This design comes from an exercise in tuning for small area on the open sky130 flow, not from production work.
The RTL was checked by simulation tests, not by an equivalence proof against the original design.
No driver is modelled on the clock port, so clocking that relies on it looks cheaper here than on a real chip.

v6:
==> flow/design.v <==
`timescale 1ns / 1ps
module comm_top(
  input wire sys_clk,
  input wire sys_clk_rst,
  input wire rst,
  input wire bit_in,
  output wire bit_out,
  output wire [7:0] data_trans,
  output wire [7:0] data_recev
);
  reg [2:0] c5;
  reg [8:0] k;
  always @(posedge sys_clk or posedge sys_clk_rst)
    if (sys_clk_rst) begin
      c5 <= 3'd0;
      k  <= 9'd0;
    end else if (c5[2]) begin
      c5 <= 3'd0;
      k  <= k + 9'd1;
    end else
      c5 <= c5 + 3'd1;
  wire fsk_en = c5[2] & ~k[0];
  wire ps_en  = c5[2] & (k[4:0] == 5'd15);
  wire gen_en = c5[2] & (k == 9'd255);
  reg [7:0] prev;
  reg [3:0] pcnt;
  reg       valid, dout;
  reg [4:0] m;
  assign data_trans = prev + 8'd1;
  wire started = valid | ~&prev;
  wire [2:0] p1 = {prev[7]^prev[6]^prev[5], prev[7]^prev[6]^prev[4], prev[7]^prev[5]^prev[4]};
  wire [2:0] p2 = {prev[3]^prev[2]^prev[1], prev[3]^prev[2]^prev[0], prev[3]^prev[1]^prev[0]};
  wire [15:0] word = {2'b11, prev[7:4], p1, prev[3:0], p2};
  wire tx_bit = word[~pcnt];
  always @(posedge sys_clk or posedge rst)
    if (rst) begin
      prev   <= 8'hFF;
      pcnt   <= 4'd0;
      valid  <= 1'b0;
      dout   <= 1'b0;
      m      <= 5'd8;
    end else begin
      if (gen_en) prev <= data_trans;
      if (ps_en & started) begin
        valid <= 1'b1;
        dout  <= tx_bit;
        pcnt  <= pcnt + 4'd1;
      end
      if (fsk_en & valid) m <= m + 5'd1;
    end
  assign bit_out = dout ? m[0] : m[4];
  reg       last, dm_out;
  reg [3:0] clknum;
  reg [1:0] zn;
  reg       cb, flag;
  reg [3:0] s;
  reg [7:0] hcd, drecv;
  reg [6:0] sr;
  reg [3:0] hi;
  function [3:0] corr(input [6:0] x);
    reg [2:0] c;
    begin
      c = {x[6]^x[5]^x[4]^x[2], x[6]^x[5]^x[3]^x[1], x[6]^x[4]^x[3]^x[0]};
      corr = x[6:3] ^ {c == 3'b111, c == 3'b110, c == 3'b101, c == 3'b011};
    end
  endfunction
  wire [3:0] nib = corr(sr);
  always @(posedge sys_clk or posedge rst)
    if (rst) begin
      last   <= 1'b0;
      dm_out <= 1'b0;
      clknum <= 4'd0;
      zn     <= 2'd0;
      cb     <= 1'b0;
      flag   <= 1'b0;
      s      <= 4'd0;
      hcd    <= 8'd0;
      drecv  <= 8'd0;
    end else begin
      if (fsk_en) begin
        clknum <= clknum + 4'd1;
        last   <= bit_in;
        if (clknum == 4'd15) begin
          zn     <= 2'd0;
          dm_out <= zn[1];
        end else if ((bit_in != last) && (clknum < 4'd3))
          zn <= zn + 2'd1;
      end
      if (ps_en) begin
        cb   <= dm_out;
        s    <= (s[3:1] == 3'd0 && !cb) ? 4'd0 : s + 4'd1;
        flag <= (s == 4'd15);
        if (flag) hcd <= {hi, nib};
      end
      if (gen_en) drecv <= hcd;
    end
  always @(posedge sys_clk)
    if (ps_en) begin
      sr <= {sr[5:0], cb};
      if (s == 4'd9) hi <= nib;
    end
  assign data_recev = drecv;
endmodule
export LEC_CHECK = 0
export CAP_MARGIN = 20
export CORE_MARGIN = 2
export CORE_UTILIZATION = 40
export SLEW_MARGIN = 20
create_clock -name core_clock -period 10.0 [get_ports {sys_clk}]
standard.sh (not shown) runs the stock make flow with config.mk's settings and CLKGATE_MAP_FILE= SYNTH_SCRIPT=/design/flow/synth_recipe.tcl, a recipe that flattens the netlist after the stock synthesis.
==> flow/flow/run.sh <==
#!/bin/bash
# Own layout flow: the standard ORFS flow (standard.sh) with these changes:
#  - synthesis maps logic with an area-oriented ABC script (flow/synth_area.tcl),
#  - ports are buffered with the smallest buffer (buf_1),
#  - the clock tree is one clock buffer driving all registers (flow/clock_buffer.tcl).
# All tool output goes to standard.log here; ORFS's per-step logs stay in orfs/logs.
set -euo pipefail
F=$(cd "$(dirname "$0")" && pwd)
export CLOCK_BUFFER_CELL=${CLOCK_BUFFER_CELL:-sky130_fd_sc_hd__clkbuf_16}
bash standard.sh \
  SYNTH_SCRIPT=$F/synth_area.tcl \
  "BUFFER_PORTS_ARGS=-buffer_cell sky130_fd_sc_hd__buf_1" \
  PRE_CTS_TCL=$F/clock_buffer.tcl \
  finish > standard.log 2>&1
==> flow/flow/clock_buffer.tcl <==
# PRE_CTS_TCL hook: the clock tree is one clock buffer, placed at the centre of the
# registers, that drives every register's clock pin. clock_tree_synthesis is then a
# no-op for the rest of cts.tcl, which goes on to legalise, repair timing and save.
set cell $::env(CLOCK_BUFFER_CELL)
set block [ord::get_db_block]
set dbu [$block getDbUnitsPerMicron]
set clk_net [$block findNet sys_clk]
set sx 0.0
set sy 0.0
set n 0
foreach it [$clk_net getITerms] {
  set box [[$it getInst] getBBox]
  set sx [expr {$sx + ([$box xMin] + [$box xMax]) / 2.0}]
  set sy [expr {$sy + ([$box yMin] + [$box yMax]) / 2.0}]
  incr n
}
set x [expr {$sx / $n / $dbu}]
set y [expr {$sy / $n / $dbu}]
puts "clock buffer: $cell at ($x, $y) driving $n clock pins"
insert_buffer -buffer_cell $cell -net sys_clk -location [list $x $y] \
  -buffer_name clkbuf_root -net_name sys_clk_buf
[$block findNet sys_clk_buf] setSigType CLOCK
proc clock_tree_synthesis {args} { puts "clock_tree_synthesis skipped: one clock buffer inserted" }
Other scripts of this flow, unchanged in this note and not shown: flow/flow/area.abc, flow/flow/synth_area.tcl
v6: aborted in clock tree synthesis (4_1_cts) (tool error)
Edits applied to the flow inputs when going from v6 to v7:
diff --git a/flow/flow/clock_buffer.tcl b/flow/flow/clock_buffer.tcl
--- a/flow/flow/clock_buffer.tcl
+++ b/flow/flow/clock_buffer.tcl
@@ -22 +22,3 @@
-[$block findNet sys_clk_buf] setSigType CLOCK
+set buf_net [[[$block findInst clkbuf_root] findITerm X] getNet]
+$buf_net setSigType CLOCK
+puts "clock buffer output net: [$buf_net getName]"
### Flow results
As the logs show, v7 stopped at clock tree synthesis (4_1_cts) after a tool error, so it never reached the end of the flow. Placed instance area delta (v6 -> v7): insignificant. v6 and v7 ended up with roughly the same initial core utilization. Fraction of registers with async set or reset after synthesis: v6 vs v7 — no meaningful difference. ~same number of standard cells after synthesis in v7 and v6. Sequential cell area fraction in the yosys report: v7 vs v6 identical. From v6 to v7, die span in x did not move at all. Number of library cell types mapped by synthesis came out exactly the same in v7 and v6. Comparing v6 against v7, there is no change at all in synthesized-area fraction occupied by and/or/nand/nor cells. From v6 to v7, area after synthesis did not move at all.
